This is an optimization exercise on Yosys and OpenROAD, whose aim is small area, a short achievable clock period and few clock cycles per item, not a production implementation.
At most, simulation tests tie the RTL to the original design; equivalence was not proved.
Only the layout flow was run in run 1; the RTL was not checked for function there.

[design/flow/flow/run.sh]
#!/bin/bash
bash standard.sh SETUP_SLACK_MARGIN=5.5 "BUFFER_PORTS_ARGS=-buffer_cell sky130_fd_sc_hd__buf_1" finish > standard.log 2>&1
[design/flow/standard.sh]
#!/bin/bash
# synth_recipe.tcl (not shown) runs the flow's synth.tcl, then flattens the netlist and writes it again
# the make line also repeats each setting of config.mk as NAME=value (left out here)
make -C /OpenROAD-flow-scripts/flow DESIGN_CONFIG=/design/flow/config.mk WORK_HOME=/design/flow/orfs CLKGATE_MAP_FILE= SYNTH_SCRIPT=/design/flow/synth_recipe.tcl "${@:-finish}"
[design/flow/config.mk]
export PLATFORM = sky130hd
export DESIGN_NAME = MyDesign
export DESIGN_NICKNAME = MyDesign
export VERILOG_FILES = /design/flow/design.v
export SDC_FILE = /design/flow/constraint.sdc
export NUM_CORES = 4
export LEC_CHECK = 0
export CAP_MARGIN = 20
export CORE_MARGIN = 2
export CORE_UTILIZATION = 40
export CTS_CLUSTER_DIAMETER = 100
export CTS_CLUSTER_SIZE = 24
export SETUP_SLACK_MARGIN = 5
export SLEW_MARGIN = 20
[design/flow/constraint.sdc]
create_clock -name core_clock -period 10.0 [get_ports {clk}]
set_input_delay 2.0000 -clock core_clock [delete_from_list [all_inputs] [get_ports {clk}]]
set_output_delay 2.0000 -clock core_clock [all_outputs]
set_load 0.01 [all_outputs]
[design/flow/design.v]
module MyDesign #(parameter OUTPUT_LENGTH       = 8,
                  parameter MAX_MESSAGE_LENGTH  = 55,
                  parameter NUMBER_OF_Ks        = 64,
                  parameter NUMBER_OF_Hs        = 8 ,
                  parameter SYMBOL_WIDTH        = 8  )
            (
            output reg                                      dut__xxx__finish     ,
            input  wire                                     xxx__dut__go         ,
            input  wire  [ $clog2(MAX_MESSAGE_LENGTH):0]    xxx__dut__msg_length ,
            output reg  [ $clog2(MAX_MESSAGE_LENGTH)-1:0]   dut__msg__address  ,
            output wire                                     dut__msg__enable   ,
            output wire                                     dut__msg__write    ,
            input  wire [7:0]                               msg__dut__data     ,
            output wire [ $clog2(NUMBER_OF_Ks)-1:0]         dut__kmem__address  ,
            output wire                                     dut__kmem__enable   ,
            output wire                                     dut__kmem__write    ,
            input  wire [31:0]                              kmem__dut__data     ,
            output reg  [ $clog2(NUMBER_OF_Hs)-1:0]         dut__hmem__address  ,
            output wire                                     dut__hmem__enable   ,
            output wire                                     dut__hmem__write    ,
            input  wire [31:0]                              hmem__dut__data     ,
            output reg  [ $clog2(OUTPUT_LENGTH)-1:0]        dut__dom__address  ,
            output reg  [31:0]                              dut__dom__data     ,
            output wire                                     dut__dom__enable   ,
            output wire                                     dut__dom__write    ,
            input  wire                 clk             ,
            input  wire                 reset
            );
assign dut__msg__enable  = 1'b1;
assign dut__msg__write   = 1'b0;
assign dut__kmem__enable = 1'b1;
assign dut__kmem__write  = 1'b0;
assign dut__hmem__enable = 1'b1;
assign dut__hmem__write  = 1'b0;
reg        busy;
reg  [6:0] r, p;
reg  [3:0] hcnt;
reg        dom_en;
reg  [5:0] lenr;                             
wire       start = xxx__dut__go & ~busy;
wire       act   = busy | xxx__dut__go;
wire       kwf   = p[0] ^ r[0];              
wire       hdone = hcnt[3] | (hcnt[2:0] == 3'd7);
wire       last  = (r == 7'd69);
assign dut__kmem__address = p[5:0];
assign dut__dom__enable   = dom_en;
assign dut__dom__write    = dom_en;
wire [5:0] maddr = dut__msg__address;
wire       mdone = (maddr == lenr);
wire       wavail = (p[6:4] != 3'd0) | mdone | (maddr[5:2] == p[3:0] + 4'd1);
wire rstep = kwf & hdone & ~r[6];
wire pstep = busy & ~p[6] & wavail & (~kwf | rstep);
wire rd    = start | (busy & ~mdone & ((maddr[5:2] == p[3:0]) | pstep));
wire hload = act & ~hdone;
wire h0ld  = rstep & (r == 7'd0);
wire drain = busy & (r >= 7'd65) & (r <= 7'd67);
wire owr   = busy & (r >= 7'd61) & (r <= 7'd68);
function [2:0] wordof(input [2:0] km1);
    case (km1)
        3'd4: wordof = 3'd7;
        3'd5: wordof = 3'd3;
        3'd6: wordof = 3'd2;
        3'd7: wordof = 3'd1;
        3'd0: wordof = 3'd0;
        3'd1: wordof = 3'd6;
        3'd2: wordof = 3'd5;
        default: wordof = 3'd4;
    endcase
endfunction
wire [6:0] r_n    = last ? 7'd0 : ((rstep | (busy & r[6])) ? r + 7'd1 : r);
wire [3:0] hcnt_n = last ? 4'd0 : ((hload | h0ld) ? hcnt + 4'd1 : hcnt);
wire [2:0] haddr_n = hcnt_n[3] ? wordof(r_n[2:0] - 3'd1) : ~hcnt_n[2:0];
always @(posedge clk or posedge reset) begin
    if (reset) begin
        busy              <= 1'b0;
        r                 <= 7'd0;
        p                 <= 7'd0;
        hcnt              <= 4'd0;
        dut__msg__address <= 6'd0;
        dut__hmem__address<= 3'd7;
        dut__xxx__finish  <= 1'b0;
        dom_en            <= 1'b0;
    end else begin
        busy               <= start | (busy & ~last);
        r                  <= r_n;
        p                  <= last ? 7'd0 : (pstep ? p + 7'd1 : p);
        hcnt               <= hcnt_n;
        dut__msg__address  <= last ? 6'd0 : (rd ? maddr + 6'd1 : maddr);
        dut__hmem__address <= haddr_n;
        dut__xxx__finish   <= busy & last;
        dom_en             <= owr;
    end
end
reg  [31:0] wr [0:15];
reg  [31:0] kw;
function [31:0] rotr(input [31:0] x, input integer n);
    rotr = (x >> n) | (x << (32 - n));
endfunction
always @(posedge clk) begin
    if (start) lenr <= xxx__dut__msg_length[5:0];
end
wire [5:0]  len   = start ? xxx__dut__msg_length[5:0] : lenr;
wire [3:0]  q     = start ? 4'd0 : p[3:0] + 4'd1;
wire        qlen  = (len[5:2] == q);
wire [31:0] padw  = {qlen & (len[1:0] == 2'd0), 7'd0,
                     qlen & (len[1:0] == 2'd1), 7'd0,
                     qlen & (len[1:0] == 2'd2), 7'd0,
                     qlen & (len[1:0] == 2'd3), 7'd0}
                  | ((q == 4'd15) ? {23'd0, len[5:0], 3'd0} : 32'd0);
wire        p_lt15 = (p[6:4] == 3'd0) & (p[3:0] != 4'd15);
wire [31:0] ss0 = rotr(wr[1], 7) ^ rotr(wr[1], 18) ^ (wr[1] >> 3);
wire [31:0] ss1 = rotr(wr[14], 17) ^ rotr(wr[14], 19) ^ (wr[14] >> 10);
wire [31:0] u0  = wr[0] ^ wr[9] ^ ss0;
wire [31:0] u1  = ((wr[0] & wr[9]) | (wr[0] & ss0) | (wr[9] & ss0)) << 1;
wire [31:0] v0  = u0 ^ u1 ^ ss1;
wire [31:0] v1  = ((u0 & u1) | (u0 & ss1) | (u1 & ss1)) << 1;
wire [31:0] sched = v0 + v1;
wire selS = pstep & ~p_lt15;
reg [31:0] wrest;
always @(*) begin
    wrest = ((pstep & p_lt15) | start) ? padw : wr[15];
    if (rd) begin
        case (maddr[1:0])
            2'd0: wrest[31:24] = msg__dut__data;
            2'd1: wrest[23:16] = msg__dut__data;
            2'd2: wrest[15: 8] = msg__dut__data;
            2'd3: wrest[ 7: 0] = msg__dut__data;
        endcase
    end
end
wire [31:0] w15n = selS ? sched : wrest;
integer i;
always @(posedge clk) begin
    if (pstep) begin
        for (i = 0; i < 15; i = i + 1) wr[i] <= wr[i+1];
        kw <= kmem__dut__data + wr[15];
    end
    wr[15] <= w15n;
end
reg [31:0] A1, A2, A3, A4, e, f, g, h;
wire [31:0] S0  = rotr(A1, 2) ^ rotr(A1, 13) ^ rotr(A1, 22);
wire [31:0] S1  = rotr(e, 6) ^ rotr(e, 11) ^ rotr(e, 25);
wire [31:0] ch  = g ^ (e & (f ^ g));
wire [31:0] maj = (A1 & A2) | (A3 & (A1 | A2));
wire [31:0] nA4 = ~A4;
wire [31:0] x0 = A3 ^ h ^ kw;
wire [31:0] x1 = ((A3 & h) | (A3 & kw) | (h & kw)) << 1;
wire [31:0] y0 = x0 ^ x1 ^ ch;
wire [31:0] y1 = ((x0 & x1) | (x0 & ch) | (x1 & ch)) << 1;
wire [31:0] z0 = y0 ^ y1 ^ S1;
wire [31:0] z1 = ((y0 & y1) | (y0 & S1) | (y1 & S1)) << 1;
wire [31:0] enew = z0 + z1;
wire [31:0] ua = e ^ nA4 ^ maj;
wire [31:0] ub = {((e[30:0] & nA4[30:0]) | (e[30:0] & maj[30:0]) | (nA4[30:0] & maj[30:0])), 1'b1};
wire [31:0] va = ua ^ ub ^ S0;
wire [31:0] vb = ((ua & ub) | (ua & S0) | (ub & S0)) << 1;
wire [31:0] anew = va + vb;
wire r0     = (r == 7'd0);
wire ashift = hload | rstep | (busy & (r == 7'd64));
wire eshift = hload | rstep | drain;
always @(posedge clk) begin
    if (ashift) begin
        A1 <= (hload | r0) ? hmem__dut__data : anew;
        A2 <= A1; A3 <= A2; A4 <= A3;
    end
    if (eshift) begin
        e <= hload ? A3 : enew;
        f <= e; g <= f; h <= g;
    end
end
reg  [1:0] tsel;                             
wire [31:0] tap = tsel[1] ? h : (tsel[0] ? A1 : e);
always @(posedge clk) begin
    tsel <= (r_n == 7'd61) ? 2'd0 : ((r_n <= 7'd65) ? 2'd1 : 2'd2);
    dut__dom__data    <= tap + hmem__dut__data;
    dut__dom__address <= dut__hmem__address;
end
endmodule
==> impl_metrics.py, run 1 <==
metrics = {
    "clock_network": {
        "cts_hold_buf": 0,
        "clk_latency_ps": 660,
        "max-clock-path-buffers": 3,
        "cts-root-buf": "clkbuf_16",
        "numCtsBuffers": 44,
        "cts_tree": "yes",
        "clk_pin_slew_worst_paths_ps": 100,
        "cts_sinks": 873,
        "htreeDepth": 2,
    },
    "synth": {
        "syn_area_per_cell_sq_um": 13.13,
        "synthTopCellsByArea": "edfxtp_1, fa_1, xnor2_1",
        "synth-edff-count": 768,
        "ys_seq_elements": 873,
        "synth_top_area_frac": 0.5142,
        "yosys.area.top_type": "edfxtp_1",
        "synthArstFlopShare": 0.03436,
        "yosysUniqueCellTypes": 90,
        "synth_area_sq_mm": 0.04485,
        "synthFlopType": "edfxtp_1",
        "syn_inst": 3415,
        "seq_area_frac_synth": 0.5645,
        "yosys_warnings": 2,
    },
    "min_path": {
        "hold_path_end": "wr[9][29]",
        "hold_depth": 0,
        "min_from": "wr[10][29]",
        "hold_class": "reg -> reg",
    },
    "timing": {
        "final-setup-viol-count": 0,
        "max_slew_margin": 0.3277,
        "tns_ps": 0,
        "finalCritPeriodShare": 0.4600,
        "fmax_mhz": 217.4,
        "finalCriticalPeriod_ps": 4600,
        "clock_skew_ps": 31.17,
        "rsz0062_at_grt": "true",
        "final_hold_viol_count": 0,
        "finalMaxSlewViolations": 0,
        "tightestPinTransition_ps": 1009,
    },
    "die": {
        "die_area_sq_mm": 0.1148,
        "die_x_um": 338.9,
        "pin_count": 141,
        "initial_core_util": 0.4042,
        "die_h_um": 338.9,
        "core_sq_mm": 0.1110,
        "rows": 122,
    },
    "worst_setup_path": {
        "worstSetupStartpoint": "wr[1][19]",
        "cp.required_ps": 10580,
        "critPathArrivalTime_ps": 5180,
        "r2r_slack_ps": 5400,
        "crit_slowest_cell": "fa_1",
        "reg2reg_from": "wr[1][19]",
        "r2r_cells": 16,
        "end_kind": "flop",
        "rr_endpoint": "wr[15][30]",
        "cp_max_fo": 7,
        "start_kind": "flop",
        "max_stage_delay_ps": 570,
        "cp_cell_sequence": "buf_4 > xnor2_4 > xnor2_2 > fa_1 > fa_1 > ha_4 > and4_4 > and3_4 > a221o_1 > a221o_1 > o311ai_4 > buf_4 > a31oi_1 > xor2_1 > nand2_1 > o21ai_0",
        "worstSetupPathType": "reg -> reg",
    },
    "run": {
        "maxCapViolations": 0,
    },
    "global_route": {
        "grt_pass1_vias": 25410,
        "grt_pass1_wl_um": 158500,
        "antenna_found_initial": 8,
        "grt.overflow.total": 0,
        "grtUsageTotal": 0.1825,
        "grt_max_degree": 208,
    },
    "detailed_routing": {
        "vias": 26610,
        "dr.pass1.iters": 6,
        "drt_iter0_markers": 2384,
        "drtAntennaViolNets": 0,
        "wl_per_cell_um": 21.12,
        "drc": 0,
        "drt-total-wl_um": 107500,
        "viasPerCell": 5.230,
    },
    "layout": {
        "nNetsFinal": 4040,
        "fill_cells": 10160,
        "final_layout_size_suffix_gt1_frac": 0.09091,
        "syn_to_final_growth_pct": 10.78,
        "final_core_util": 0.4477,
    },
    "place": {
        "gp_congestion": 0.9185,
        "port_buffers": 133,
        "dp_hpwl_um": 78480,
    },
    "run_status": {
        "outcome": "timing/DRC/antenna clean",
    },
}
==> registers in the layout, indices dropped and copies added (netlist names), 32 cells and up <==
signal / cells
kw: 32
h: 32
f: 32
g: 32
wr: 512
A4: 32
A2: 32
A3: 32
e: 32
dut__dom__data: 32
A1: 32
==> repair_timing <==
item | in CTS | in global routing
pin swaps | 35 | 62
buffers inserted | 49 | 55
endpoints found under the setup margin | 245 | 332
gates resized for setup | 63 | 93
cloned | 0 | 1
==> cells in the mapped netlist, drive strengths merged, types with 5 or more instances <==
library cell,number
edfxtp,768
xnor2,344
inv,312
fa,218
nand2,203
o21ai,203
ha,166
a21oi,150
nor2,131
clkbuf,109
a21o,93
xor2,80
mux2i,77
dfxtp,75
buf,35
nand3,34
and3,33
a211oi,31
a31oi,28
dfrtp,27
nand2b,27
nand4,22
o21a,22
nor2b,21
nor3,19
o21bai,14
o31ai,14
o211ai,13
and2,11
a311oi,8
nor3b,7
or3,7
a21boi,6
a221oi,6
and4,6
mux2,6
nand3b,6
o311ai,6
a211o,5
==> cell usage in the layout, fill, tap and decap left out, types with 11 or more instances in the layout <==
cell type / instances
dfxtp_1: 73
nor3_1: 16
inv_1: 304
a31oi_1: 24
ha_4: 12
buf_1: 133
nand2b_1: 26
a21oi_1: 137
a211oi_1: 25
o21ai_0: 184
o21a_1: 22
o211ai_1: 13
nand4_1: 22
o21bai_1: 14
ha_1: 146
nor2_1: 130
dfrtp_1: 27
o21ai_1: 13
clkbuf_1: 12
mux2i_1: 77
nand2_1: 199
nand3_1: 34
xor2_1: 79
clkbuf_16: 45
xnor2_2: 14
edfxtp_1: 768
xnor2_1: 329
a21o_1: 93
nor2b_1: 17
and3_1: 31
and2_1: 11
buf_4: 113
fa_1: 210
==> worst max-delay path by stage <==
stage,cells past startpoint,endpoint,slack (ps)
3_5_place_dp,17,e[31],4410
5_1_grt,16,e[31],5260
4_1_cts,18,e[31],5410
3_3_place_gp,17,e[31],4520
6_report,16,wr[15][30],5400
2_1_floorplan,6,A1[0],4970
==> critical path: cells and delay by family (launching register included) <==
family                     cells  cell delay, ps
DFF                            1             520
buffers and inverters          2             390
AOI/OAI and AO/OA              5            1170
and+or+nand+nor                3             500
xor gates and xnor gates       3             620
adders and majority gates      3            1330
==> kinds of logic (layout without fill, tap and decap cells) <==
logic type	count (synthesis)	after routing	share of synthesized area
other	2	8	0.0001674
AND/OR/NAND/NOR	543	543	0.05719
adder cells (fa/ha/maj)	387	387	0.1443
XOR/XNOR	425	425	0.08347
flip-flops	873	873	0.5645
buffers and inverters	456	634	0.04028
multiplexers	83	83	0.01869
AO/OA/AOI/OAI	646	646	0.09142
==> metrics by stage <==
step / worst slack, ps / hold slack [ps] / cells / area [sq um]
floorplan: 4965 / 400.3 / 3419 / 44890
global placement: 4516 / 400.1 / 4911 / 46780
detailed placement: 4415 / 399.2 / 4911 / 46780
CTS: 5411 / 415.4 / 5029 / 48800
global route: 5256 / 410.7 / 5085 / 49680
finish: 5400 / 409.3 / 5087 / 49690
==> cell type report <==
| cell class | count | area, sq um | share of cell area |
|---|---|---|---|
| inverter | 312 | 1171 | 0.02357 |
| timing repair buffer | 253 | 1465 | 0.02949 |
| clock inverter | 11 | 147.6 | 0.002972 |
| tap | 1488 | 1862 | 0.03747 |
| antenna | 2 | 5.005 | 0.0001007 |
| clock buffer | 58 | 1174 | 0.02362 |
| sequential | 873 | 25320 | 0.5096 |
| multi-input combinational | 2090 | 18540 | 0.3732 |
==> layer usage <==
layer  track usage  vias to the layer above  share of wire
li1              -                    12280              -
met1        0.2786                    13470           0.47
met2        0.2734                      741           0.44
met3       0.03039                      109          0.070
met4       0.03787                       10          0.019
met5             0                        -        0.00069
==> inputs of run 2 (changes only) <==
--- a/design/flow/design.v
+++ b/design/flow/design.v
@@ -36,7 +36,6 @@
 reg  [6:0] r, p;
 reg  [3:0] hcnt;
 reg        dom_en;
-reg  [5:0] lenr;                             
 wire       start = xxx__dut__go & ~busy;
 wire       act   = busy | xxx__dut__go;
 wire       kwf   = p[0] ^ r[0];              
@@ -46,7 +45,7 @@
 assign dut__dom__enable   = dom_en;
 assign dut__dom__write    = dom_en;
 wire [5:0] maddr = dut__msg__address;
-wire       mdone = (maddr == lenr);
+wire       mdone = (maddr == xxx__dut__msg_length[5:0]);    
 wire       wavail = (p[6:4] != 3'd0) | mdone | (maddr[5:2] == p[3:0] + 4'd1);
 wire rstep = kwf & hdone & ~r[6];
 wire pstep = busy & ~p[6] & wavail & (~kwf | rstep);
@@ -96,10 +95,7 @@
 function [31:0] rotr(input [31:0] x, input integer n);
     rotr = (x >> n) | (x << (32 - n));
 endfunction
-always @(posedge clk) begin
-    if (start) lenr <= xxx__dut__msg_length[5:0];
-end
-wire [5:0]  len   = start ? xxx__dut__msg_length[5:0] : lenr;
+wire [5:0]  len   = xxx__dut__msg_length[5:0];
 wire [3:0]  q     = start ? 4'd0 : p[3:0] + 4'd1;
 wire        qlen  = (len[5:2] == q);
 wire [31:0] padw  = {qlen & (len[1:0] == 2'd0), 7'd0,
==> impl_metrics.py, run 2 <==
metrics = {
    "synth": {
        "synthMostInstantiatedCell": "edfxtp_1",
        "synth_top_area_frac": 0.5166,
        "seq_area_frac_synth": 0.5645,
        "syn_area_per_cell_sq_um": 13.31,
        "yosys_warnings": 2,
        "ys_seq_elements": 867,
        "synthArstFlopShare": 0.03460,
        "synth-edff-count": 768,
        "syn_inst": 3353,
        "yosysUniqueCellTypes": 98,
        "synthTopCellsByArea": "edfxtp_1, fa_1, xnor2_1",
        "synthFlopType": "edfxtp_1",
        "synthTopCellsByCount": "edfxtp_1, xnor2_1, inv_1, fa_1, nand2_1",
        "synth_area_sq_mm": 0.04464,
        "yosys.area.top_type": "edfxtp_1",
    },
    "clock_network": {
        "cts-root-buf": "clkbuf_16",
        "numCtsBuffers": 44,
        "cts_sinks": 867,
        "htreeDepth": 2,
        "clk_latency_ps": 670,
        "cts_tree": "yes",
        "clk_pin_slew_worst_paths_ps": 100,
        "max-clock-path-buffers": 3,
    },
    "die": {
        "die_x_um": 338.1,
        "initial_core_util": 0.4034,
        "die_area_sq_mm": 0.1143,
        "die_h_um": 338.1,
        "pin_count": 141,
        "core_sq_mm": 0.1107,
        "rows": 122,
    },
    "min_path": {
        "hold_class": "reg -> reg",
    },
    "layout": {
        "layout.cells.non_filler": 5007,
        "nNetsFinal": 3962,
        "largest_reg_flops": 512,
        "design_area_sq_mm": 0.04898,
        "max_flop_register": "wr",
        "syn_to_final_growth_pct": 9.718,
        "final_layout_size_suffix_gt1_frac": 0.07760,
        "layout_common_cells": "edfxtp_1, xnor2_1, inv_1, fa_1, nand2_1",
        "layout_commonest_cell": "edfxtp_1",
    },
    "detailed_routing": {
        "viasPerCell": 5.181,
        "vias": 25940,
        "dr.pass1.iters": 5,
        "drtAntennaViolNets": 0,
        "wl_per_cell_um": 21.17,
        "drc": 0,
        "drt-total-wl_um": 106000,
        "drt_iter0_markers": 2070,
    },
    "timing": {
        "timing.hold.ws_ps": 412.2,
        "finalMaxSlewViolations": 0,
        "fmax_mhz": 222.3,
        "setup_ws_ps": 5501,
        "final-setup-viol-count": 0,
        "rsz0062_at_grt": "true",
        "finalCriticalPeriod_ps": 4499,
        "max_slew_margin": 0.3128,
        "tightestPinTransition_ps": 1028,
        "final_hold_viol_count": 0,
        "clock_skew_ps": 57.59,
        "finalCritPeriodShare": 0.4499,
    },
    "global_route": {
        "grt_pass1_vias": 24830,
        "grt.overflow.total": 0,
        "grt_pass1_wl_um": 154900,
        "antenna_found_initial": 10,
        "grtUsageTotal": 0.1828,
        "grt_max_degree": 176,
    },
    "place": {
        "dp_hpwl_um": 77920,
        "gp_congestion": 0.8857,
        "dpl.cell_count": 4862,
        "dpl_worst_slack_ps": 4582,
        "dpl_cell_area_sq_mm": 0.04659,
        "port_buffers": 133,
    },
    "worst_setup_path": {
        "end_kind": "flop",
        "critPathArrivalTime_ps": 4900,
        "worstSetupPathType": "reg -> reg",
        "cp.required_ps": 10400,
        "cp_max_fo": 6,
        "start_kind": "flop",
    },
    "run_status": {
        "outcome": "timing/DRC/antenna clean",
    },
    "run": {
        "maxCapViolations": 0,
    },
}
[run 2: logic make-up after synthesis]
family / Yosys count / share of synthesized area
and+or+nand+nor: 498 / 0.05342
adders and majority gates: 387 / 0.1450
AOI/OAI and AO/OA: 645 / 0.09387
other: 2 / 0.0001682
buffers and inverters: 443 / 0.03972
muxes: 82 / 0.01856
xor gates and xnor gates: 429 / 0.08482
DFF: 867 / 0.5645
[run 2: path summary, 6_finish.rpt]
kind | depth (start not counted) | slack (ps) | end | startpoint
worst max-delay path | 19 | 5500 | e[29] | A3[1]
worst min-delay path | 0 | 410 | dut__dom__address[2] | dut__hmem__address[2]
worst max register to register | 19 | 5500 | e[29] | A3[1]
worst min register to register | 0 | 410 | dut__dom__address[2] | dut__hmem__address[2]
max in group asynchronous | 3 | 8280 | dut__hmem__address[2] | reset
min in group asynchronous | 3 | 1380 | dut__msg__address[4] | reset
[run 2: layout make-up]
cell class / instances / area, sq um
multi-input cells: 2047 / 18170
repair buffers: 225 / 1250
clock buffers: 58 / 1175
clock inverters: 10 / 148.9
diodes: 1 / 2.502
inverters: 311 / 1167
well taps: 1488 / 1862
flip-flops and latches: 867 / 25200
fillers: 10060 / 61690
[run 2: critical path: stages, from the launching register on]
cell and delay, ps:
edfxtp_1 440, inv_1 90, fa_1 430, fa_1 550, fa_1 440, inv_2 80, ha_4 130, inv_2 40
fa_2 400, nor2b_2 130, o31a_1 170, o211ai_1 100, buf_4 170, a2111oi_4 300, buf_6 180, o211ai_1 160
nand2_1 130, a21oi_2 60, xor2_1 170, o21ai_1 70
[run 2: repair_timing]
item                       4_1_cts  5_1_grt
hold endpoints to repair         0        0
resized for setup               36       68
setup buffers                   22       52
cloned                           0        2
hold buffers                     0        0
pin swaps                       24       47
setup endpoints to repair      255      283
[run 2: routing by layer]
metal | wire length [um] | up-vias | global-route usage | part of all wire
met1 | 50030 | 13040 | 0.2767 | 0.47
met4 | 2090 | 18 | 0.04076 | 0.020
met5 | 112 | - | 0 | 0.0011
li1 | - | 12060 | - | -
met3 | 7175 | 120 | 0.03301 | 0.068
met2 | 46620 | 706 | 0.2732 | 0.44
[run 2: per-stage QoR]
| stage | setup TNS, ps | util |
|---|---|---|
| after global routing | 0 | 0.4425 |
| after CTS | 0 | 0.4362 |
| final | 0 | 0.4426 |
| after floorplan | -890710 | - |
| after global placement | 0 | 0.4210 |
| after detailed placement | 0 | 0.4210 |
Testbench counts of run 2, summed over its fixed seeds: cycles 17,686, hashes 192.
==> inputs of run 3 (changes only) <==
--- a/design/flow/config.mk
+++ b/design/flow/config.mk
@@ -5,6 +5,7 @@
 export SDC_FILE = /design/flow/constraint.sdc
 export NUM_CORES = 4
 export LEC_CHECK = 0
+export ABC_AREA = 1
 export CAP_MARGIN = 20
 export CORE_MARGIN = 2
 export CORE_UTILIZATION = 40
==> impl_metrics.py, run 3 <==
metrics = {
    "layout": {
        "nNetsFinal": 4780,
        "fill_cells": 10740,
        "max_flop_register": "wr",
        "syn_to_final_growth_pct": 8.191,
        "layout_commonest_cell": "edfxtp_1",
        "multiInputGateArea_sq_mm": 0.01839,
        "final_layout_size_suffix_gt1_frac": 0.03297,
        "layout_common_cells": "edfxtp_1, nand2_1, inv_1, a21oi_1, fa_1",
        "seq_area_sq_mm": 0.02520,
        "largest_reg_flops": 512,
        "design_area_sq_mm": 0.05019,
    },
    "worst_setup_path": {
        "rr_endpoint": "e[25]",
        "r2r_cells": 15,
        "start_kind": "flop",
        "crit_path_end": "e[25]",
        "cp_max_fo": 5,
        "end_kind": "flop",
        "r2r_slack_ps": 5700,
        "reg2reg_from": "A3[8]",
        "worstSetupPathType": "reg -> reg",
        "crit_slowest_cell": "fa_1",
        "cp.required_ps": 10420,
        "worstSetupStartpoint": "A3[8]",
        "cp_cell_sequence": "inv_1 > fa_1 > fa_1 > inv_1 > fa_1 > ha_1 > a21oi_1 > o21ai_0 > a21oi_1 > inv_1 > nand4_1 > nand3_1 > or2_2 > nand3_1 > o21ai_0",
        "max_stage_delay_ps": 490,
        "critPathArrivalTime_ps": 4720,
    },
    "run": {
        "maxCapViolations": 0,
    },
    "global_route": {
        "grt.overflow.total": 0,
        "grt_util_met2": 0.2959,
        "use_met1": 0.3191,
        "grt_pass1_wl_um": 178500,
        "antenna_found_initial": 6,
        "grt_pass1_vias": 27570,
        "grt_max_degree": 200,
        "grt_use_met3": 0.03522,
        "grtUsageTotal": 0.2045,
        "gr-max-usage-layer": "met1",
    },
    "synth": {
        "synth_top_family_by_area": "adder cells",
        "synthFlopType": "edfxtp_1",
        "synth_mux_area_frac": 0.006932,
        "seq_area_frac_synth": 0.5432,
        "ys_seq_elements": 867,
        "yosysUniqueCellTypes": 57,
        "synthMostInstantiatedCell": "edfxtp_1",
        "yosys_warnings": 2,
        "syn_inst": 4194,
        "synth-edff-count": 768,
        "synthTopCellsByCount": "edfxtp_1, nand2_1, inv_1, a21oi_1",
        "synthTopCellsByArea": "edfxtp_1, fa_1, nand2_1",
        "yosys.area.top_type": "edfxtp_1",
        "syn_area_per_cell_sq_um": 11.06,
        "post_synth_and_or_nand_nor_area_fraction": 0.1080,
        "synthArstFlopShare": 0.03460,
        "synthAdderAreaFrac": 0.1393,
        "synth_compound_area_frac": 0.06821,
        "synth_area_sq_mm": 0.04639,
        "synth_top_area_frac": 0.4971,
        "synthXorXnorAreaFrac": 0.07191,
    },
    "die": {
        "pin_count": 141,
        "die_x_um": 344.6,
        "initial_core_util": 0.4046,
        "die_area_sq_mm": 0.1187,
        "core_sq_mm": 0.1147,
        "die_h_um": 344.6,
        "rows": 124,
    },
    "timing": {
        "rsz0062_at_grt": "false",
        "timing.hold.ws_ps": 412.4,
        "clock_skew_ps": 36.12,
        "finalCriticalPeriod_ps": 4300,
        "max_slew_margin": 0.2918,
        "finalCritPeriodShare": 0.4300,
        "finalMaxSlewViolations": 0,
        "final_hold_viol_count": 0,
        "tightestPinTransition_ps": 1061,
        "final-setup-viol-count": 0,
        "fmax_mhz": 232.5,
        "tns_ps": 0,
    },
    "clock_network": {
        "cts_sinks": 867,
        "cts-root-buf": "clkbuf_16",
        "htreeDepth": 2,
        "clk_latency_ps": 690,
        "numCtsBuffers": 47,
        "max-clock-path-buffers": 3,
        "cts_tree": "yes",
        "clk_pin_slew_worst_paths_ps": 100,
    },
    "run_status": {
        "outcome": "timing/DRC/antenna clean",
    },
    "detailed_routing": {
        "vias": 29640,
        "wl_per_cell_um": 20.89,
        "drt_iter0_markers": 3046,
        "drt-total-wl_um": 122200,
        "drc": 0,
        "drtAntennaViolNets": 0,
        "dr.pass1.iters": 7,
        "viasPerCell": 5.067,
    },
    "place": {
        "gp_congestion": 0.9100,
        "dp_hpwl_um": 95010,
        "dpl_cell_area_sq_mm": 0.04855,
        "port_buffers": 133,
    },
    "min_path": {
        "hold_class": "reg -> reg",
    },
}
## run 3: changes by cell type after synthesis, moves of 22 or more
cell and change:
xnor2_1 -179, nand2_1 +533, mux2i_1 -45, a21oi_1 +88
a21o_1 -80, nor2_1 +94, a211oi_1 -25, inv_1 +340
nand3_1 +155, xor2_1 +132, o21ai_0 +22, nand2b_1 -25
## run 3: cell families (layout without fill, tap and decap cells)
family / count (synthesis) / count (layout)
AOI/OAI and AO/OA: 569 / 569
xor gates and xnor gates: 380 / 380
adders and majority gates: 386 / 386
buffers and inverters: 753 / 892
DFF: 867 / 867
muxes: 32 / 32
other: 2 / 7
and+or+nand+nor: 1205 / 1205
## run 3: timing repair
action,CTS,global route
pin swaps,0,2
hold buffers,0,0
setup endpoints to repair,16,226
gates cloned,0,1
resized for setup,9,13
buffers inserted,0,12
## run 3: worst max-delay path: cells and delay by family (launching register included)
family | cells | cell delay (ps)
and+or+nand+nor | 4 | 690
adders and majority gates | 4 | 1710
buffers and inverters | 3 | 440
DFF | 1 | 450
AOI/OAI and AO/OA | 4 | 760
## run 3: area by class of cell
cell class	count	area share
Sequential cell	867	0.5021
Multi-Input combinational cell	2578	0.3663
Inverter	654	0.04899
Tap cell	1512	0.03769
Clock buffer	54	0.02396
Timing Repair Buffer	165	0.01568
Clock inverter	18	0.005135
Timing Repair inverter	1	0.00009972
Antenna cell	1	0.00004986
## run 3: worst min-delay path by stage
| stage | from | end | depth (start not counted) |
|---|---|---|---|
| floorplan | wr[11][0] | wr[10][0] | 0 |
| global placement | dut__hmem__address[1] | dut__dom__address[1] | 0 |
| detailed placement | dut__hmem__address[0] | dut__dom__address[0] | 0 |
| CTS | wr[13][5] | wr[12][5] | 0 |
| global route | wr[6][10] | wr[5][10] | 0 |
| finish | dut__hmem__address[2] | dut__dom__address[2] | 0 |
## run 3: layer usage
layer  up-vias  wire (um)
met5         -         69
met4        10       2380
met3       109       9061
met2       877      51980
met1     14550      58710
li1      14100          -
## run 3: per-stage QoR
step	instances	setup slack, ps	utilization
after global placement	5762	4800	0.4234
after global routing	5849	5495	0.4377
after floorplan	4198	-616.2	-
after detailed placement	5762	4791	0.4234
after CTS	5834	5512	0.4362
final	5850	5700	0.4377
==> inputs of run 4 (changes only) <==
==> design/flow/flow/run.sh (replaced) <==
#!/bin/bash
bash standard.sh SETUP_SLACK_MARGIN=5 "BUFFER_PORTS_ARGS=-buffer_cell sky130_fd_sc_hd__buf_1" finish > standard.log 2>&1
==> impl_metrics.py, run 4 <==
metrics = {
    "clock_network": {
        "post-cts-setup-buffers": 0,
        "htreeDepth": 2,
        "clk_latency_ps": 690,
        "clk_pin_slew_worst_paths_ps": 100,
        "numCtsBuffers": 47,
        "cts_sinks": 867,
        "cts_tree": "yes",
        "max-clock-path-buffers": 3,
        "cts-root-buf": "clkbuf_16",
    },
    "global_route": {
        "grt.overflow.total": 0,
        "antenna_found_initial": 6,
        "grt_max_degree": 200,
        "grt_pass1_vias": 27570,
        "grt_pass1_wl_um": 178500,
        "grtUsageTotal": 0.2045,
    },
    "detailed_routing": {
        "wl_per_cell_um": 20.85,
        "dr.pass1.iters": 6,
        "drt_iter0_markers": 3192,
        "drtAntennaViolNets": 0,
        "drt-total-wl_um": 121700,
        "vias": 29550,
        "drc": 0,
        "viasPerCell": 5.062,
    },
    "layout": {
        "layout_common_cells": "edfxtp_1, nand2_1, inv_1, a21oi_1",
        "final_core_util": 0.4365,
        "final_layout_size_suffix_gt1_frac": 0.02798,
        "fill_cells": 10740,
        "largest_reg_flops": 512,
        "nNetsFinal": 4767,
        "multiInputGateArea_sq_mm": 0.01834,
        "syn_to_final_growth_pct": 7.876,
        "max_flop_register": "wr",
        "seq_area_sq_mm": 0.02520,
        "layout_commonest_cell": "edfxtp_1",
    },
    "timing": {
        "final-setup-viol-count": 0,
        "timing.hold.ws_ps": 410.4,
        "rsz0062_at_grt": "false",
        "finalCritPeriodShare": 0.4680,
        "finalMaxSlewViolations": 0,
        "max_slew_margin": 0.2827,
        "tightestPinTransition_ps": 1076,
        "final_hold_viol_count": 0,
        "tns_ps": 0,
        "finalCriticalPeriod_ps": 4680,
        "clock_skew_ps": 34.15,
        "fmax_mhz": 213.7,
    },
    "place": {
        "dp_hpwl_um": 95010,
        "port_buffers": 133,
        "gp_congestion": 0.9100,
    },
    "synth": {
        "synthFlopType": "edfxtp_1",
        "ys_seq_elements": 867,
        "yosysUniqueCellTypes": 57,
        "synth-edff-count": 768,
        "synthMostInstantiatedCell": "edfxtp_1",
        "syn_area_per_cell_sq_um": 11.06,
        "yosys.area.top_type": "edfxtp_1",
        "synthTopCellsByArea": "edfxtp_1, fa_1, nand2_1",
        "synth_top_area_frac": 0.4971,
        "synth_area_sq_mm": 0.04639,
        "yosys_warnings": 2,
        "synthTopCellsByCount": "edfxtp_1, nand2_1, inv_1, a21oi_1",
        "syn_inst": 4194,
        "synthArstFlopShare": 0.03460,
        "seq_area_frac_synth": 0.5432,
    },
    "min_path": {
        "hold_class": "reg -> reg",
        "hold_depth": 0,
    },
    "run": {
        "maxCapViolations": 0,
    },
    "die": {
        "pin_count": 141,
        "die_h_um": 344.6,
        "die_x_um": 344.6,
        "die_area_sq_mm": 0.1187,
        "core_sq_mm": 0.1147,
        "initial_core_util": 0.4046,
        "rows": 124,
    },
    "worst_setup_path": {
        "cp.required_ps": 10630,
        "cp_max_fo": 4,
        "start_kind": "flop",
        "critPathArrivalTime_ps": 5310,
        "worstSetupPathType": "reg -> reg",
        "r2r_cells": 18,
        "end_kind": "flop",
    },
    "run_status": {
        "outcome": "timing/DRC/antenna clean",
    },
}
[run 4: cell families after synthesis]
| logic type | share of synthesized area |
|---|---|
| simple gates | 0.1080 |
| flops | 0.5432 |
| buf+inv | 0.06236 |
| compound gates | 0.06821 |
| fa+ha+maj | 0.1393 |
| xor+xnor | 0.07191 |
| mux | 0.006932 |
| other cells | 0.0001619 |
[run 4: path summary, 6_finish.rpt]
path | from | to | slack, ps
max | wr[1][19] | wr[15][15] | 5320
max in group asynchronous | reset | dut__hmem__address[2] | 8290
min in group asynchronous | reset | r[4] | 1370
max reg2reg | wr[1][19] | wr[15][15] | 5320
min | wr[7][18] | wr[6][18] | 410
min reg2reg | wr[7][18] | wr[6][18] | 410
[run 4: routing by layer]
metal | GRT usage | part of all wire | wire length, um | up-vias
met5 | 0 | 0.00057 | 69 | -
met4 | 0.04447 | 0.020 | 2393 | 10
met3 | 0.03522 | 0.072 | 8716 | 111
met2 | 0.2959 | 0.43 | 51730 | 859
met1 | 0.3191 | 0.48 | 58800 | 14490
li1 | - | - | - | 14070
[run 4: critical path: stages (launching register included)]
cell and delay [ps]:
edfxtp_1 530, xnor2_1 220, xor2_1 160, inv_1 70
fa_1 540, fa_1 540, ha_1 200, inv_1 70
fa_1 470, o21ai_0 450, nand2_1 100, nand2_1 180
inv_1 70, o21ai_0 270, nand2_1 80, nand2_1 150
xor2_1 350, nand2_1 90, nand2_1 70
[run 4: layout make-up]
cell class / count / area share
inverters: 654 / 0.04913
diodes: 1 / 0.00005000
flip-flops and latches: 867 / 0.5035
clock buffers: 54 / 0.02403
well taps: 1512 / 0.03780
repair buffers: 153 / 0.01378
multi-input cells: 2578 / 0.3665
clock inverters: 18 / 0.005151
[run 4: per-stage QoR]
stage | std cells | worst slack, ps | area [sq um]
CTS | 5834 | 5079 | 50010
floorplan | 4198 | -616.2 | 46420
finish | 5837 | 5320 | 50040
detailed placement | 5762 | 4791 | 48550
global placement | 5762 | 4800 | 48550
global route | 5836 | 5009 | 50040
[run 4: timing repair]
item                                    in CTS  in global routing
hold buffers                                 0                  0
hold endpoints to repair                     0                  0
resized for setup                            0                  5
endpoints found under the setup margin       0                  8
==> inputs of run 5 (changes only) <==
==> design/flow/flow/run.sh (replaced) <==
#!/bin/bash
bash standard.sh SETUP_SLACK_MARGIN=7 "BUFFER_PORTS_ARGS=-buffer_cell sky130_fd_sc_hd__buf_1" finish > standard.log 2>&1
==> impl_metrics.py, run 5 <==
metrics = {
    "run_status": {
        "outcome": "timing/DRC/antenna clean",
    },
    "worst_setup_path": {
        "reg2reg_from": "wr[1][19]",
        "start_kind": "flop",
        "path_delay_family": "adder cells",
        "critPathArrivalTime_ps": 4430,
        "worstSetupPathType": "reg -> reg",
        "crit_top_cell": "nand2_2",
        "cp.required_ps": 10550,
        "end_kind": "flop",
        "cp_cell_sequence": "xnor2_2 > xor2_1 > inv_1 > fa_2 > fa_1 > ha_2 > inv_2 > fa_2 > o21ai_4 > nand2_2 > nand2_2 > inv_2 > o21ai_4 > nand2_2 > nand2_4 > nand2_2 > nand2_1 > nand2_1 > nand3_2 > nand2_1",
        "cp.depth": 20,
        "worstSetupStartpoint": "wr[1][19]",
        "cp_max_fo": 3,
        "max_stage_delay_ps": 540,
        "critPathBufInv": 3,
        "crit_slowest_cell": "fa_1",
        "r2r_cells": 20,
    },
    "timing": {
        "final_hold_viol_count": 0,
        "finalCriticalPeriod_ps": 3879,
        "finalCritPeriodShare": 0.3879,
        "clock_skew_ps": 53.11,
        "fmax_mhz": 257.8,
        "rsz0062_at_grt": "true",
        "final-setup-viol-count": 0,
        "max_slew_margin": 0.3691,
        "tightestPinTransition_ps": 943.6,
        "finalMaxSlewViolations": 0,
    },
    "min_path": {
        "min_from": "wr[10][23]",
        "hold_class": "reg -> reg",
        "hold_depth": 0,
    },
    "clock_network": {
        "cts_sinks": 867,
        "htreeDepth": 2,
        "clk_pin_slew_worst_paths_ps": 100,
        "max-clock-path-buffers": 3,
        "cts-root-buf": "clkbuf_16",
        "cts_hold_buf": 0,
        "numCtsBuffers": 47,
        "cts_tree": "yes",
        "clk_latency_ps": 690,
    },
    "global_route": {
        "grt.overflow.total": 0,
        "grt_pass1_wl_um": 206600,
        "antenna_found_initial": 2,
        "grt_max_degree": 60,
        "grt_pass1_vias": 31870,
        "grtUsageTotal": 0.2359,
    },
    "detailed_routing": {
        "drt_iter0_markers": 3094,
        "drt-total-wl_um": 145300,
        "drtAntennaViolNets": 0,
        "vias": 33010,
        "drc": 0,
        "viasPerCell": 5.187,
        "wl_per_cell_um": 22.83,
        "dr.pass1.iters": 7,
    },
    "layout": {
        "largest_reg_flops": 512,
        "layout.cells.non_filler": 6364,
        "nNetsFinal": 5289,
        "design_area_sq_mm": 0.06175,
        "syn_to_final_growth_pct": 33.12,
        "final_layout_size_suffix_gt1_frac": 0.3118,
        "layout_commonest_cell": "edfxtp_1",
        "max_flop_register": "wr",
        "layout_common_cells": "edfxtp_1, nand2_1, inv_1, buf_4, xor2_1",
        "n_antenna_cell": 0,
        "final_core_util": 0.5386,
    },
    "synth": {
        "synth_mux_area_frac": 0.006932,
        "synth_area_sq_mm": 0.04639,
        "synth-edff-count": 768,
        "synth_compound_area_frac": 0.06821,
        "yosys_warnings": 2,
        "synthAdderAreaFrac": 0.1393,
        "yosysUniqueCellTypes": 57,
        "synth_top_family_by_area": "adder cells",
        "synthTopCellsByCount": "edfxtp_1, nand2_1, inv_1, a21oi_1",
        "synthMostInstantiatedCell": "edfxtp_1",
        "syn_area_per_cell_sq_um": 11.06,
        "yosys.area.top_type": "edfxtp_1",
        "synth_top_area_frac": 0.4971,
        "seq_area_frac_synth": 0.5432,
        "synthTopCellsByArea": "edfxtp_1, fa_1, nand2_1",
        "synthXorXnorAreaFrac": 0.07191,
        "ys_seq_elements": 867,
        "synthArstFlopShare": 0.03460,
        "synthFlopType": "edfxtp_1",
        "post_synth_and_or_nand_nor_area_fraction": 0.1080,
        "syn_inst": 4194,
    },
    "place": {
        "dpl_cell_area_sq_mm": 0.04938,
        "dpl.cell_count": 5753,
        "gp_congestion": 0.9566,
        "dp_hpwl_um": 96180,
        "port_buffers": 133,
    },
    "die": {
        "rows": 124,
        "die_x_um": 344.6,
        "initial_core_util": 0.4046,
        "die_h_um": 344.6,
        "die_area_sq_mm": 0.1187,
        "pin_count": 141,
        "core_sq_mm": 0.1147,
    },
    "run": {
        "maxCapViolations": 0,
    },
}
## run 5: cell counts after synthesis
No cell type changed its count.
## run 5: through the flow
step,setup slack [ps],setup TNS [ps],hold slack (ps)
global route,5998,0,403.8
floorplan,-616.2,-315490,400.3
global placement,4825,0,397.1
finish,6121,0,392.7
detailed placement,4795,0,397.3
CTS,6138,0,392.7
## run 5: layout make-up
cell class | count | area [sq um]
inverter | 654 | 2496
fill | 9484 | 52900
tap | 1512 | 1892
timing repair inverter | 4 | 30.03
clock inverter | 18 | 265.3
sequential | 867 | 25230
multi-input combinational | 2590 | 23300
timing repair buffer | 659 | 7311
clock buffer | 60 | 1225
## run 5: cells by family (layout without fill, tap and decap cells)
family / Yosys count / in the layout
DFF: 867 / 867
and+or+nand+nor: 1205 / 1217
xor gates and xnor gates: 380 / 380
AOI/OAI and AO/OA: 569 / 569
muxes: 32 / 32
adders and majority gates: 386 / 386
other: 2 / 6
buffers and inverters: 753 / 1395
## run 5: what timing repair did
action                     4_1_cts  5_1_grt
buffers inserted               309      121
setup endpoints to repair      972      832
cloned                          64       39
gates resized for setup        805      461
pin swaps                      210      247
## run 5: path summary, 6_finish.rpt
kind | endpoint | slack, ps
hold / removal | wr[9][23] | 390
min in group asynchronous | dom_en | 1390
setup reg to reg | wr[15][31] | 6120
hold reg to reg | wr[9][23] | 390
max in group asynchronous | p[0] | 8130
setup / recovery | wr[15][31] | 6120
## run 5: worst register-to-register path: stages, from the launching register on
cell and delay, ps:
edfxtp_1 500, xnor2_2 210, xor2_1 160, inv_1 90
fa_2 520, fa_1 540, ha_2 200, inv_2 40
fa_2 360, o21ai_4 200, nand2_2 80, nand2_2 80
inv_2 50, o21ai_4 150, nand2_2 90, nand2_4 120
nand2_2 70, nand2_1 70, nand2_1 60, nand3_2 110
nand2_1 70
## run 5: routing by layer
metal | global-route usage | vias up | wire [um]
li1 | - | 15160 | -
met1 | 0.3473 | 16490 | 64890
met2 | 0.3673 | 1146 | 66440
met3 | 0.02932 | 208 | 9273
met4 | 0.06567 | 2 | 4686
met5 | 0 | - | 13
==> inputs of run 6 (changes only) <==
==> design/flow/flow/run.sh (replaced) <==
#!/bin/bash
bash standard.sh SETUP_SLACK_MARGIN=6 "BUFFER_PORTS_ARGS=-buffer_cell sky130_fd_sc_hd__buf_1" finish > standard.log 2>&1
==> impl_metrics.py, run 6 <==
metrics = {
    "worst_setup_path": {
        "r2r_slack_ps": 6040,
        "max_stage_delay_ps": 500,
        "end_kind": "flop",
        "critPathBufInv": 4,
        "reg2reg_from": "h[4]",
        "cp.required_ps": 10440,
        "crit_top_cell": "fa_1",
        "crit_path_end": "e[25]",
        "crit_slowest_cell": "fa_1",
        "cp_max_fo": 5,
        "cp.depth": 16,
        "r2r_cells": 16,
        "path_delay_family": "adder cells",
        "critPathArrivalTime_ps": 4400,
        "worstSetupPathType": "reg -> reg",
        "start_kind": "flop",
        "cp_cell_sequence": "inv_1 > fa_1 > fa_1 > inv_1 > fa_1 > ha_2 > a21oi_2 > o21ai_4 > a21oi_4 > inv_2 > nand4_1 > nand3_2 > buf_4 > or2_4 > nand3_2 > o21ai_1",
        "worstSetupStartpoint": "h[4]",
        "rr_endpoint": "e[25]",
    },
    "layout": {
        "layout_commonest_cell": "edfxtp_1",
        "nNetsFinal": 4885,
        "layout_common_cells": "edfxtp_1, nand2_1, inv_1, xor2_1, fa_1",
        "fill_cells": 10700,
        "syn_to_final_growth_pct": 11.49,
        "max_flop_register": "wr",
        "largest_reg_flops": 512,
        "final_layout_size_suffix_gt1_frac": 0.08440,
        "final_core_util": 0.4511,
        "layout.cells.non_filler": 5956,
    },
    "timing": {
        "fmax_mhz": 252.3,
        "finalMaxSlewViolations": 0,
        "finalCritPeriodShare": 0.3964,
        "tightestPinTransition_ps": 1098,
        "rsz0062_at_grt": "true",
        "setup_ws_ps": 6036,
        "timing.hold.ws_ps": 390.5,
        "final-setup-viol-count": 0,
        "max_slew_margin": 0.2678,
        "finalCriticalPeriod_ps": 3964,
        "tns_ps": 0,
        "final_hold_viol_count": 0,
        "clock_skew_ps": 53.97,
    },
    "synth": {
        "synthArstFlopShare": 0.03460,
        "synth-edff-count": 768,
        "synthTopCellsByCount": "edfxtp_1, nand2_1, inv_1, a21oi_1",
        "yosysUniqueCellTypes": 57,
        "syn_inst": 4194,
        "synthFlopType": "edfxtp_1",
        "ys_seq_elements": 867,
        "synthMostInstantiatedCell": "edfxtp_1",
        "syn_area_per_cell_sq_um": 11.06,
        "synth_top_area_frac": 0.4971,
        "synthTopCellsByArea": "edfxtp_1, fa_1, nand2_1",
        "synth_area_sq_mm": 0.04639,
        "yosys.area.top_type": "edfxtp_1",
        "seq_area_frac_synth": 0.5432,
        "yosys_warnings": 2,
    },
    "clock_network": {
        "numCtsBuffers": 48,
        "cts_sinks": 867,
        "htreeDepth": 2,
        "cts-root-buf": "clkbuf_16",
        "cts_tree": "yes",
        "clk_pin_slew_worst_paths_ps": 100,
        "clk_latency_ps": 690,
        "max-clock-path-buffers": 3,
    },
    "global_route": {
        "grt_pass1_vias": 28180,
        "grt.overflow.total": 0,
        "grt_pass1_wl_um": 182600,
        "grt_max_degree": 193,
        "grtUsageTotal": 0.2083,
        "antenna_found_initial": 3,
    },
    "place": {
        "dpl_worst_slack_ps": 4963,
        "gp_congestion": 0.9229,
        "port_buffers": 133,
        "dpl.cell_count": 5762,
        "dp_hpwl_um": 96120,
    },
    "detailed_routing": {
        "wl_per_cell_um": 21.01,
        "viasPerCell": 5.068,
        "drtAntennaViolNets": 0,
        "dr.pass1.iters": 5,
        "drt-total-wl_um": 125200,
        "drt_iter0_markers": 2978,
        "drc": 0,
        "vias": 30190,
    },
    "min_path": {
        "hold_class": "reg -> reg",
    },
    "die": {
        "rows": 124,
        "die_x_um": 344.6,
        "initial_core_util": 0.4046,
        "die_h_um": 344.6,
        "pin_count": 141,
        "core_sq_mm": 0.1147,
        "die_area_sq_mm": 0.1187,
    },
    "run_status": {
        "outcome": "timing/DRC/antenna clean",
    },
    "run": {
        "maxCapViolations": 0,
    },
}
[run 6: changes by cell type in the layout (fill, tap and decap cells not counted), sizes merged]
cell and delta:
buf -341, clkbuf -56, nand2 -10, inv +7
clkinvlp -3, clkinv -2, bufbuf -1, bufinv -1
diode +1, nand3 -1, nor2 -1
[run 6: what timing repair did]
item / 4_1_cts / 5_1_grt
pin swaps: 7 / 31
hold buffers: 0 / 0
resized for setup: 61 / 144
setup buffers: 19 / 95
gates cloned: 2 / 2
setup endpoints to repair: 296 / 535
[run 6: how the worst min path moves through the flow]
stage | start | to | slack, ps | cells past startpoint
floorplan | wr[11][0] | wr[10][0] | 400 | 0
global placement | wr[7][8] | wr[6][8] | 400 | 0
detailed placement | dut__hmem__address[2] | dut__dom__address[2] | 400 | 0
CTS | wr[10][28] | wr[9][28] | 390 | 0
global route | wr[10][27] | wr[9][27] | 390 | 0
finish | wr[10][27] | wr[9][27] | 390 | 0
[run 6: stage by stage]
step / area (sq um)
5_1_grt: 51720
3_3_place_gp: 48570
2_1_floorplan: 46430
3_5_place_dp: 48570
4_1_cts: 50460
6_report: 51720
[run 6: layout make-up]
class | count | area, sq um | area share
flip-flops and latches | 867 | 25200 | 0.4872
clock inverters | 21 | 299.0 | 0.005782
diodes | 1 | 2.502 | 0.00004838
repair inverters | 2 | 12.51 | 0.0002419
multi-input cells | 2578 | 19000 | 0.3673
repair buffers | 268 | 1634 | 0.03159
well taps | 1512 | 1892 | 0.03658
inverters | 654 | 2462 | 0.04761
clock buffers | 53 | 1220 | 0.02359
[run 6: kinds of logic after synthesis]
group | Yosys count | share of synthesized area
other | 2 | 0.0001619
DFF | 867 | 0.5432
muxes | 32 | 0.006932
adders and majority gates | 386 | 0.1393
and+or+nand+nor | 1205 | 0.1080
buffers and inverters | 753 | 0.06236
xor gates and xnor gates | 380 | 0.07191
AOI/OAI and AO/OA | 569 | 0.06821
[run 6: routing by layer]
layer | track usage | share of wire | vias up
li1 | - | - | 14320
met1 | 0.3325 | 0.49 | 14860
met2 | 0.3021 | 0.42 | 909
met3 | 0.03037 | 0.068 | 96
met4 | 0.03424 | 0.016 | 6
met5 | 0 | 0.00027 | -
==> inputs of run 7 (changes only) <==
--- a/design/flow/config.mk
+++ b/design/flow/config.mk
@@ -10,6 +10,6 @@
 export CORE_MARGIN = 2
 export CORE_UTILIZATION = 40
 export CTS_CLUSTER_DIAMETER = 100
-export CTS_CLUSTER_SIZE = 24
+export CTS_CLUSTER_SIZE = 28
 export SETUP_SLACK_MARGIN = 5
 export SLEW_MARGIN = 20
==> impl_metrics.py, run 7 <==
metrics = {
    "detailed_routing": {
        "drt-total-wl_um": 126100,
        "drtAntennaViolNets": 0,
        "wl_per_cell_um": 21.16,
        "dr.pass1.iters": 6,
        "drt_iter0_markers": 3036,
        "drc": 0,
        "vias": 30340,
        "viasPerCell": 5.089,
    },
    "global_route": {
        "grt.overflow.total": 0,
        "antenna_found_initial": 4,
        "grt_pass1_vias": 28150,
        "grt_pass1_wl_um": 182500,
        "grtUsageTotal": 0.2086,
        "grt_max_degree": 193,
    },
    "layout": {
        "max_flop_register": "wr",
        "layout_common_cells": "edfxtp_1, nand2_1, inv_1, xor2_1, fa_1",
        "nNetsFinal": 4891,
        "syn_to_final_growth_pct": 11.82,
        "layout.cells.non_filler": 5961,
        "final_core_util": 0.4524,
        "design_area_sq_mm": 0.05187,
        "layout_commonest_cell": "edfxtp_1",
        "final_layout_size_suffix_gt1_frac": 0.09173,
        "largest_reg_flops": 512,
    },
    "place": {
        "port_buffers": 133,
        "dpl.cell_count": 5762,
        "gp_congestion": 0.9229,
        "dpl_worst_slack_ps": 4963,
        "dp_hpwl_um": 96120,
        "dpl_cell_area_sq_mm": 0.04857,
    },
    "synth": {
        "yosys.area.top_type": "edfxtp_1",
        "synth_top_area_frac": 0.4971,
        "synthTopCellsByArea": "edfxtp_1, fa_1, nand2_1",
        "yosys_warnings": 2,
        "yosysUniqueCellTypes": 57,
        "syn_inst": 4194,
        "synthFlopType": "edfxtp_1",
        "synthArstFlopShare": 0.03460,
        "syn_area_per_cell_sq_um": 11.06,
        "synthTopCellsByCount": "edfxtp_1, nand2_1, inv_1, a21oi_1",
        "seq_area_frac_synth": 0.5432,
        "ys_seq_elements": 867,
        "synthMostInstantiatedCell": "edfxtp_1",
        "synth_area_sq_mm": 0.04639,
        "synth-edff-count": 768,
    },
    "clock_network": {
        "cts_sinks": 867,
        "clk_latency_ps": 680,
        "cts_hold_buf": 0,
        "clk_pin_slew_worst_paths_ps": 110,
        "htreeDepth": 2,
        "cts-root-buf": "clkbuf_16",
        "max-clock-path-buffers": 3,
        "cts_tree": "yes",
        "numCtsBuffers": 44,
    },
    "worst_setup_path": {
        "cp_cell_sequence": "inv_2 > fa_1 > fa_1 > fa_1 > inv_2 > ha_4 > inv_2 > fa_2 > o21ai_4 > a21oi_4 > o21ai_4 > a21oi_2 > or2_2 > nand3_1 > o21ai_0",
        "worstSetupStartpoint": "A3[1]",
        "critPathBufInv": 3,
        "crit_slowest_cell": "fa_1",
        "critPathArrivalTime_ps": 4400,
        "end_kind": "flop",
        "cp_max_fo": 3,
        "max_stage_delay_ps": 530,
        "path_delay_family": "adder cells",
        "reg2reg_from": "A3[1]",
        "start_kind": "flop",
        "worstSetupPathType": "reg -> reg",
        "cp.required_ps": 10420,
    },
    "die": {
        "core_sq_mm": 0.1147,
        "die_area_sq_mm": 0.1187,
        "die_h_um": 344.6,
        "pin_count": 141,
        "die_x_um": 344.6,
        "rows": 124,
        "initial_core_util": 0.4046,
    },
    "timing": {
        "finalCritPeriodShare": 0.3981,
        "fmax_mhz": 251.2,
        "final_hold_viol_count": 0,
        "max_slew_margin": 0.2698,
        "finalMaxSlewViolations": 0,
        "final-setup-viol-count": 0,
        "tns_ps": 0,
        "setup_ws_ps": 6019,
        "tightestPinTransition_ps": 1095,
        "finalCriticalPeriod_ps": 3981,
        "rsz0062_at_grt": "true",
        "clock_skew_ps": 35.50,
    },
    "min_path": {
        "hold_class": "reg -> reg",
        "min_from": "wr[10][28]",
    },
    "run": {
        "maxCapViolations": 0,
    },
    "run_status": {
        "outcome": "timing/DRC/antenna clean",
    },
}
## run 7: cell counts after synthesis
Identical to the previous run, type by type.
## run 7: repair_timing
item / CTS / global route
gates cloned: 2 / 2
hold endpoints to repair: 0 / 0
gates resized for setup: 72 / 159
setup buffers: 22 / 102
endpoints found under the setup margin: 300 / 520
pin swaps: 18 / 45
## run 7: layer usage
layer  vias to the layer above  part of all wire  global-route usage
li1                      14300                 -                   -
met1                     14990              0.49              0.3324
met3                       116             0.067             0.02855
met5                         -           0.00027                   0
met4                         6             0.017             0.03614
met2                       919              0.43              0.3039
## run 7: logic make-up after synthesis
group	share of synthesized area
other	0.0001619
buffers and inverters	0.06236
and+or+nand+nor	0.1080
muxes	0.006932
DFF	0.5432
adders and majority gates	0.1393
xor gates and xnor gates	0.07191
AOI/OAI and AO/OA	0.06821
## run 7: path summary, 6_finish.rpt
path	cells past startpoint	to	slack (ps)
max in group asynchronous	3	dut__hmem__address[2]	8320
min reg2reg	0	wr[9][28]	410
max	15	e[21]	6020
max reg2reg	15	e[21]	6020
min	0	wr[9][28]	410
min in group asynchronous	3	hcnt[1]	1360
## run 7: layout make-up
| class | count | area, sq um |
|---|---|---|
| antenna | 1 | 2.502 |
| clock buffer | 49 | 1120 |
| clock inverter | 20 | 365.4 |
| fill | 10670 | 62780 |
| inverter | 654 | 2462 |
| multi-input combinational | 2578 | 19100 |
| sequential | 867 | 25200 |
| tap | 1512 | 1892 |
| timing repair buffer | 278 | 1718 |
| timing repair inverter | 2 | 12.51 |
## run 7: stage by stage
step | hold WS [ps]
floorplan | 400.3
global placement | 400.0
detailed placement | 399.1
CTS | 406.2
global route | 412.4
finish | 412.2
==> inputs of run 8 (changes only) <==
--- a/design/flow/config.mk
+++ b/design/flow/config.mk
@@ -8,8 +8,8 @@
 export ABC_AREA = 1
 export CAP_MARGIN = 20
 export CORE_MARGIN = 2
-export CORE_UTILIZATION = 40
+export CORE_UTILIZATION = 50
 export CTS_CLUSTER_DIAMETER = 100
-export CTS_CLUSTER_SIZE = 28
+export CTS_CLUSTER_SIZE = 24
 export SETUP_SLACK_MARGIN = 5
 export SLEW_MARGIN = 20
==> impl_metrics.py, run 8 <==
metrics = {
    "die": {
        "die_area_sq_mm": 0.09523,
        "initial_core_util": 0.5053,
        "pin_count": 141,
        "die_x_um": 308.6,
        "rows": 111,
    },
    "worst_setup_path": {
        "cp.required_ps": 10390,
        "worstSetupPathType": "reg -> reg",
        "cp_cell_sequence": "inv_2 > fa_1 > fa_1 > fa_1 > inv_1 > ha_2 > inv_2 > fa_2 > o21ai_4 > a21oi_4 > o21ai_4 > a21oi_2 > or2_4 > nand3_1 > o21ai_0",
        "rr_endpoint": "e[21]",
        "crit_path_end": "e[21]",
        "reg2reg_from": "A3[1]",
        "end_kind": "flop",
        "r2r_slack_ps": 5880,
        "r2r_cells": 15,
        "worstSetupStartpoint": "A3[1]",
        "start_kind": "flop",
        "crit_slowest_cell": "fa_1",
        "critPathArrivalTime_ps": 4510,
    },
    "synth": {
        "synth_area_sq_mm": 0.04639,
        "synthArstFlopShare": 0.03460,
        "synthMostInstantiatedCell": "edfxtp_1",
        "yosys.area.top_type": "edfxtp_1",
        "synthTopCellsByCount": "edfxtp_1, nand2_1, inv_1, a21oi_1",
        "ys_seq_elements": 867,
        "synth_top_area_frac": 0.4971,
        "synthTopCellsByArea": "edfxtp_1, fa_1, nand2_1",
        "syn_inst": 4194,
        "yosysUniqueCellTypes": 57,
        "syn_area_per_cell_sq_um": 11.06,
        "seq_area_frac_synth": 0.5432,
    },
    "clock_network": {
        "clk_pin_slew_worst_paths_ps": 100,
        "cts_hold_buf": 0,
        "cts_tree": "yes",
        "numCtsBuffers": 46,
    },
    "layout": {
        "final_layout_size_suffix_gt1_frac": 0.08915,
        "max_flop_register": "wr",
        "layout_common_cells": "edfxtp_1, nand2_1, inv_1, fa_1, xor2_1",
        "layout_commonest_cell": "edfxtp_1",
        "largest_reg_flops": 512,
        "nNetsFinal": 4891,
    },
    "detailed_routing": {
        "drc": 0,
        "drt_iter0_markers": 3384,
        "viasPerCell": 5.335,
        "dr.pass1.iters": 5,
    },
    "global_route": {
        "grt_max_degree": 93,
        "grt_pass1_wl_um": 180100,
        "grt_pass1_vias": 27880,
        "antenna_found_initial": 3,
        "grtUsageTotal": 0.2600,
    },
    "timing": {
        "rsz0062_at_grt": "true",
        "finalCriticalPeriod_ps": 4119,
        "final-setup-viol-count": 0,
        "tightestPinTransition_ps": 1005,
        "finalMaxSlewViolations": 0,
        "clock_skew_ps": 29.85,
        "tns_ps": 0,
        "max_slew_margin": 0.3250,
    },
    "run": {
        "maxCapViolations": 0,
    },
    "place": {
        "port_buffers": 133,
        "dpl.cell_count": 5498,
    },
    "min_path": {
        "hold_class": "reg -> reg",
    },
    "run_status": {
        "outcome": "timing/DRC/antenna clean",
    },
}
==> run 8: critical path, delay by kind of cell (launching register included) <==
| family | cells | cell delay [ps] |
|---|---|---|
| AO/OA/AOI/OAI | 5 | 850 |
| adder cells (fa/ha/maj) | 5 | 2020 |
| buffers and inverters | 3 | 230 |
| flip-flops | 1 | 420 |
| AND/OR/NAND/NOR | 2 | 310 |
==> run 8: logic make-up (layout without fill, tap and decap cells) <==
kind of cell | Yosys count | after routing | synth area share
other | 2 | 7 | 0.0001619
multiplexers | 32 | 32 | 0.006932
AO/OA/AOI/OAI | 569 | 569 | 0.06821
flip-flops | 867 | 867 | 0.5432
XOR/XNOR | 380 | 380 | 0.07191
AND/OR/NAND/NOR | 1205 | 1205 | 0.1080
buffers and inverters | 753 | 1008 | 0.06236
adder cells (fa/ha/maj) | 386 | 386 | 0.1393
==> run 8: area by class of cell <==
cell class	count	area [sq um]
Sequential cell	867	25200
Tap cell	1243	1555
Fill cell	7995	40280
Antenna cell	1	2.502
Timing Repair Buffer	275	1722
Clock inverter	15	198.9
Inverter	654	2466
Multi-Input combinational cell	2578	19130
Timing Repair inverter	3	20.02
Clock buffer	61	1229
==> run 8: per-layer routing <==
layer	GRT usage	routed length, um	vias to the layer above
met3	0.06008	11790	114
met2	0.3490	50260	1083
met5	0	0	-
li1	-	-	14330
met1	0.4227	59910	14860
met4	0.05740	2449	0
==> run 8: timing repair <==
item / CTS / global route
pin swaps: 11 / 31
gates resized for setup: 85 / 141
cloned: 4 / 1
endpoints found under the setup margin: 344 / 354
setup buffers: 33 / 83
==> run 8: stage by stage <==
| step | util | area [sq um] | setup WS (ps) | hold slack, ps |
|---|---|---|---|---|
| floorplan | - | 46430 | -616.2 | 400.3 |
| detailed placement | 0.5257 | 48260 | 4783 | 401.0 |
| global placement | 0.5257 | 48260 | 4796 | 400.4 |
| finish | 0.5613 | 51520 | 5881 | 407.2 |
| CTS | 0.5477 | 50280 | 5931 | 398.5 |
| global route | 0.5613 | 51520 | 5743 | 416.9 |
==> run 8: worst min path at each step <==
stage                                 to  cells after the start                   from
floorplan                      wr[10][0]                      0              wr[11][0]
global placement               wr[4][27]                      0              wr[5][27]
detailed placement  dut__dom__address[2]                      0  dut__hmem__address[2]
CTS                            wr[6][28]                      0              wr[7][28]
global route                   wr[12][8]                      0              wr[13][8]
finish                         wr[6][28]                      0              wr[7][28]

port drivers added, routing unchanged:
How much do the figures lean on ideal ports? The routed layouts below were timed once more, with nothing changed but the port constraints.
Step 1, drivers: a clkbuf_16 drives clk and a buf_2 each remaining input, both assumed.
Step 2 moves the port delays by t, midway between the first and last clock arrival at a register: inputs arrive t later, outputs are due t later. That takes back most of the time a late clock gives input paths.
Slacks: ideal / step 1 / step 2; pairs: ideal / step 1.
| run | t, ns | setup slack, ns | worst register clock-pin slew, ns | worst data-port slew with drivers (ns) |
|---|---|---|---|---|
| run 1 | 0.710 | 5.400 / 5.400 / 4.956 | 0.11 / 0.11 | 0.11 |
| run 2 | 0.709 | 5.501 / 5.501 / 5.048 | 0.11 / 0.11 | 0.09 |
| run 3 | 0.734 | 5.700 / 5.700 / 5.004 | 0.11 / 0.11 | 0.13 |
| run 4 | 0.735 | 5.320 / 5.320 / 4.750 | 0.10 / 0.10 | 0.14 |
| run 5 | 0.732 | 6.121 / 6.121 / 5.791 | 0.11 / 0.11 | 0.06 |
| run 6 | 0.730 | 6.036 / 6.036 / 5.443 | 0.10 / 0.10 | 0.12 |
| run 7 | 0.732 | 6.019 / 6.019 / 5.404 | 0.12 / 0.12 | 0.12 |
| run 8 | 0.722 | 5.881 / 5.881 / 5.512 | 0.11 / 0.11 | 0.11 |
After both steps every run listed still meets setup and hold. For run 3, which loses most, drivers alone change the setup slack by 0.000 ns; drivers and shift together by -0.696 ns.
